This is an optimization exercise on Yosys and OpenROAD, whose aim is small area and a short achievable clock period, not a production implementation.
In this exercise RTL edits were held to simulation tests only and were not proved equivalent to the original.

==> flow/design.v <==
module CPU(
  input         clock,
  input         reset,
  output [31:0] io_instruction_address,
  input  [31:0] io_instruction,
  input         io_instruction_valid,
  input  [31:0] io_interrupt_flag,
  output [31:0] io_memory_bundle_address,
  output [31:0] io_memory_bundle_write_data,
  output        io_memory_bundle_write_enable,
  output        io_memory_bundle_write_strobe_0,
  output        io_memory_bundle_write_strobe_1,
  output        io_memory_bundle_write_strobe_2,
  output        io_memory_bundle_write_strobe_3,
  input  [31:0] io_memory_bundle_read_data,
  output [2:0]  io_deviceSelect,
  input  [4:0]  io_regs_debug_read_address,
  output [31:0] io_regs_debug_read_data,
  input  [11:0] io_csr_regs_debug_read_address,
  output [31:0] io_csr_regs_debug_read_data
);
  reg [31:0] pc;
  reg [31:0] regs [1:31];
  reg [31:0] mstatus, mie, mtvec, mscratch, mepc, mcause;
  reg [63:0] cycles;
  wire        v    = io_instruction_valid;
  wire [31:0] ins  = io_instruction;
  wire [6:0]  opc  = ins[6:0];
  wire [2:0]  f3   = ins[14:12];
  wire [4:0]  rs1  = ins[19:15];
  wire [4:0]  rs2  = ins[24:20];
  wire [4:0]  rd   = ins[11:7];
  wire isLoad   = opc == 7'h03;
  wire isStore  = opc == 7'h23;
  wire isOpImm  = opc == 7'h13;
  wire isOp     = opc == 7'h33;
  wire isLui    = opc == 7'h37;
  wire isAuipc  = opc == 7'h17;
  wire isJal    = opc == 7'h6f;
  wire isJalr   = opc == 7'h67;
  wire isBranch = opc == 7'h63;
  wire isSystem = opc == 7'h73;
  wire isCsr    = isSystem & (f3 != 3'h0);
  wire isEcall  = ins == 32'h00000073;
  wire isEbreak = ins == 32'h00100073;
  wire isMret   = ins == 32'h30200073;
  wire [31:0] rv1 = (rs1 == 5'd0) ? 32'h0 : regs[rs1];
  wire [31:0] rv2 = (rs2 == 5'd0) ? 32'h0 : regs[rs2];
  assign io_regs_debug_read_data = (io_regs_debug_read_address == 5'd0) ? 32'h0 : regs[io_regs_debug_read_address];
  wire [31:0] immI = {{20{ins[31]}}, ins[31:20]};
  wire [31:0] immU = {ins[31:12], 12'h0};
  wire [31:0] immB = {{20{ins[31]}}, ins[7], ins[30:25], ins[11:8], 1'b0};
  wire [31:0] immJ = {{12{ins[31]}}, ins[19:12], ins[20], ins[30:21], 1'b0};
  wire [4:0]  immLo = (ins[5] & ~ins[6]) ? ins[11:7] : ins[24:20];
  wire [31:0] immA = {{20{ins[31]}}, ins[31:25], immLo};
  wire [31:0] addr = rv1 + immA;
  assign io_memory_bundle_address = {3'h0, addr[28:0]};
  assign io_deviceSelect = addr[31:29];
  wire [31:0] pcImm = isJal ? immJ : (isBranch ? immB : immU);
  wire [31:0] pcRel = pc + pcImm;
  wire [31:0] pc4   = pc + 32'h4;
  wire [31:0] op2   = isOp ? rv2 : immI;
  wire        sub   = isOp & ins[30] & (f3 == 3'h0);
  wire [31:0] sum   = rv1 + (sub ? ~op2 : op2) + {31'h0, sub};
  wire [32:0] diff  = {1'b0, rv1} - {1'b0, (isOpImm ? immI : rv2)};
  wire        ltu   = diff[32];
  wire        lts   = (rv1[31] ^ op2c[31]) ? rv1[31] : diff[32];
  wire [31:0] op2c  = isOpImm ? immI : rv2;
  wire        eq    = rv1 == rv2;
  wire [4:0]  shamt = op2[4:0];
  wire [31:0] sll   = rv1 << shamt;
  wire [31:0] sr    = $signed({ins[30] & rv1[31], rv1}) >>> shamt;
  reg  [31:0] alu;
  always @* begin
    case (f3)
      3'h0: alu = sum;
      3'h1: alu = sll;
      3'h2: alu = {31'h0, lts};
      3'h3: alu = {31'h0, ltu};
      3'h4: alu = rv1 ^ op2;
      3'h5: alu = sr;
      3'h6: alu = rv1 | op2;
      default: alu = rv1 & op2;
    endcase
  end
  reg brCond;
  always @* begin
    case (f3)
      3'h0: brCond = eq;
      3'h1: brCond = ~eq;
      3'h4: brCond = lts;
      3'h5: brCond = ~lts;
      3'h6: brCond = ltu;
      3'h7: brCond = ~ltu;
      default: brCond = 1'b0;
    endcase
  end
  wire        jump  = (isBranch & brCond) | isJal | isJalr;
  wire [31:0] jaddr = isJalr ? {addr[31:1], 1'b0} : pcRel;
  wire [31:0] rdat = io_memory_bundle_read_data;
  wire [7:0]  lbyte = addr[1] ? (addr[0] ? rdat[31:24] : rdat[23:16])
                              : (addr[0] ? rdat[15:8]  : rdat[7:0]);
  wire [15:0] lhalf = addr[1] ? rdat[31:16] : rdat[15:0];
  reg  [31:0] ldata;
  always @* begin
    case (f3)
      3'h0: ldata = {{24{lbyte[7]}}, lbyte};
      3'h1: ldata = {{16{lhalf[15]}}, lhalf};
      3'h2: ldata = rdat;
      3'h4: ldata = {24'h0, lbyte};
      3'h5: ldata = {16'h0, lhalf};
      default: ldata = 32'h0;
    endcase
  end
  assign io_memory_bundle_write_enable = v & isStore;
  assign io_memory_bundle_write_data = {
    f3[1] ? rv2[31:24] : (f3[0] ? rv2[15:8] : rv2[7:0]),
    f3[1] ? rv2[23:16] : rv2[7:0],
    (f3[1] | f3[0]) ? rv2[15:8] : rv2[7:0],
    rv2[7:0]};
  wire stB = f3 == 3'h0;
  wire stH = f3 == 3'h1;
  wire stW = f3 == 3'h2;
  assign io_memory_bundle_write_strobe_0 = isStore & (stW | (stH & ~addr[1]) | (stB & ~addr[1] & ~addr[0]));
  assign io_memory_bundle_write_strobe_1 = isStore & (stW | (stH & ~addr[1]) | (stB & ~addr[1] &  addr[0]));
  assign io_memory_bundle_write_strobe_2 = isStore & (stW | (stH &  addr[1]) | (stB &  addr[1] & ~addr[0]));
  assign io_memory_bundle_write_strobe_3 = isStore & (stW | (stH &  addr[1]) | (stB &  addr[1] &  addr[0]));
  wire [11:0] caddr = ins[31:20];
  wire [11:0] daddr = io_csr_regs_debug_read_address;
  reg  [31:0] crd, cdbg;
  always @* begin
    case (caddr)
      12'h300: crd = mstatus;
      12'h304: crd = mie;
      12'h305: crd = mtvec;
      12'h340: crd = mscratch;
      12'h341: crd = mepc;
      12'h342: crd = mcause;
      12'hb00, 12'hc00: crd = cycles[31:0];
      12'hb80, 12'hc80: crd = cycles[63:32];
      default: crd = 32'h0;
    endcase
  end
  always @* begin
    case (daddr)
      12'h300: cdbg = mstatus;
      12'h304: cdbg = mie;
      12'h305: cdbg = mtvec;
      12'h340: cdbg = mscratch;
      12'h341: cdbg = mepc;
      12'h342: cdbg = mcause;
      12'hb00, 12'hc00: cdbg = cycles[31:0];
      12'hb80, 12'hc80: cdbg = cycles[63:32];
      default: cdbg = 32'h0;
    endcase
  end
  assign io_csr_regs_debug_read_data = cdbg;
  wire [31:0] csrc = f3[2] ? {27'h0, rs1} : rv1;
  wire [31:0] cwd  = f3[1] ? (f3[0] ? (crd & ~csrc) : (crd | csrc)) : csrc;
  wire        cwe  = v & isSystem & ((f3[1:0] == 2'b01) | (f3[1] & (rs1 != 5'd0)));
  wire irqSrcEn = (io_interrupt_flag == 32'h1) ? mie[7] : mie[11];
  wire irq   = (io_interrupt_flag != 32'h0) & mstatus[3] & irqSrcEn;
  wire exc   = v & (isEcall | isEbreak);
  wire mret  = v & isMret;
  wire trap  = irq | exc;
  wire dwe   = trap | mret;
  wire [31:0] nextSeq = (v & jump) ? jaddr : pc4;
  wire [31:0] mstatusTrap = {mstatus[31:13], 2'h3, mstatus[10:8], mstatus[3], mstatus[6:4], 1'b0, mstatus[2:0]};
  wire [31:0] mstatusMret = {mstatus[31:13], 2'h3, mstatus[10:8], 1'b1, mstatus[6:4], mstatus[7], mstatus[2:0]};
  wire [31:0] mcauseTrap = irq ? {1'b1, 27'h0, (io_interrupt_flag == 32'h1) ? 4'h7 : 4'hb}
                               : {28'h0, isEbreak ? 4'h3 : 4'hb};
  wire rwe = v & (rd != 5'd0) & (isLoad | isOpImm | isOp | isLui | isAuipc | isJal | isJalr | isCsr);
  reg [31:0] wd;
  always @* begin
    if (isLoad)               wd = ldata;
    else if (isCsr)           wd = crd;
    else if (isJal | isJalr)  wd = pc4;
    else if (isLui)           wd = immU;
    else if (isAuipc)         wd = pcRel;
    else                      wd = alu;
  end
  integer i;
  always @(posedge clock) begin
    for (i = 1; i < 32; i = i + 1)
      if (reset) regs[i] <= 32'h0;
      else if (rwe && rd == i) regs[i] <= wd;
  end
  always @(posedge clock) begin
    if (reset) pc <= 32'h1000;
    else if (v) begin
      if (trap | mret) pc <= mret & ~trap ? mepc : mtvec;
      else if (jump) pc <= jaddr;
      else pc <= pc4;
    end
  end
  wire [63:0] cyc1 = cycles + 64'h1;
  always @(posedge clock) begin
    if (reset) begin
      mstatus <= 32'h0; mie <= 32'h0; mtvec <= 32'h0; mscratch <= 32'h0;
      mepc <= 32'h0; mcause <= 32'h0; cycles <= 64'h0;
    end else begin
      if (dwe) mstatus <= trap ? mstatusTrap : mstatusMret;
      else if (cwe && caddr == 12'h300) mstatus <= cwd;
      if (cwe && caddr == 12'h304) mie <= cwd;
      if (cwe && caddr == 12'h305) mtvec <= cwd;
      if (cwe && caddr == 12'h340) mscratch <= cwd;
      if (trap) mepc <= nextSeq;
      else if (!dwe && cwe && caddr == 12'h341) mepc <= cwd;
      if (trap) mcause <= mcauseTrap;
      else if (!dwe && cwe && caddr == 12'h342) mcause <= cwd;
      cycles[31:0]  <= (cwe && caddr == 12'hb00) ? cwd : cyc1[31:0];
      cycles[63:32] <= (cwe && caddr == 12'hb80) ? cwd : cyc1[63:32];
    end
  end
  assign io_instruction_address = pc;
endmodule
clock: 16.0 ns
lec_check: 0
cap_margin: 20
core_margin: 2
core_utilization: 55
place_density: 0.65
setup_slack_margin: 5
slew_margin: 20
run.sh (not shown) runs the stock make flow with config.mk's settings and CLKGATE_MAP_FILE= SYNTH_SCRIPT=/design/flow/synth_recipe.tcl, a recipe that flattens the netlist after the stock synthesis.
The baseline ended with an error in 5_1_grt.
Edit:
- CORE_UTILIZATION: 55 -> 20
- PLACE_DENSITY: 0.65 -> 0.26
- SETUP_SLACK_MARGIN: 5 -> 0.2
The new run ran to the end with no violations.
Area after synthesis stays the same.
Synthesized cell count does not change.

## port drivers added, routing unchanged
The results above use ideal ports. As a check the final layout listed here was re-extracted and re-timed, cells and wires unchanged. Step 1, drivers: a clkbuf_16 drives clock and a buf_2 each remaining input, both assumed. Step 2 times the ports against the registers' clock, not the clock port: input delays grow and output delays shrink by t, the midpoint of the rising clock arrivals with the driver on. Slacks: no drivers / after step 1 / after step 2; pairs: no drivers / after step 1.
run: the second run
t, ns: 1.046
setup slack, ns: 1.403 / 1.373 / 1.373
worst setup path after step 2: input to output
latest minus earliest clock arrival (ns): 0.141 / 0.141
After both steps the second run still meets setup and hold. The setup slack of the second run moves by -0.030 ns with the drivers and by -0.030 ns with both steps.
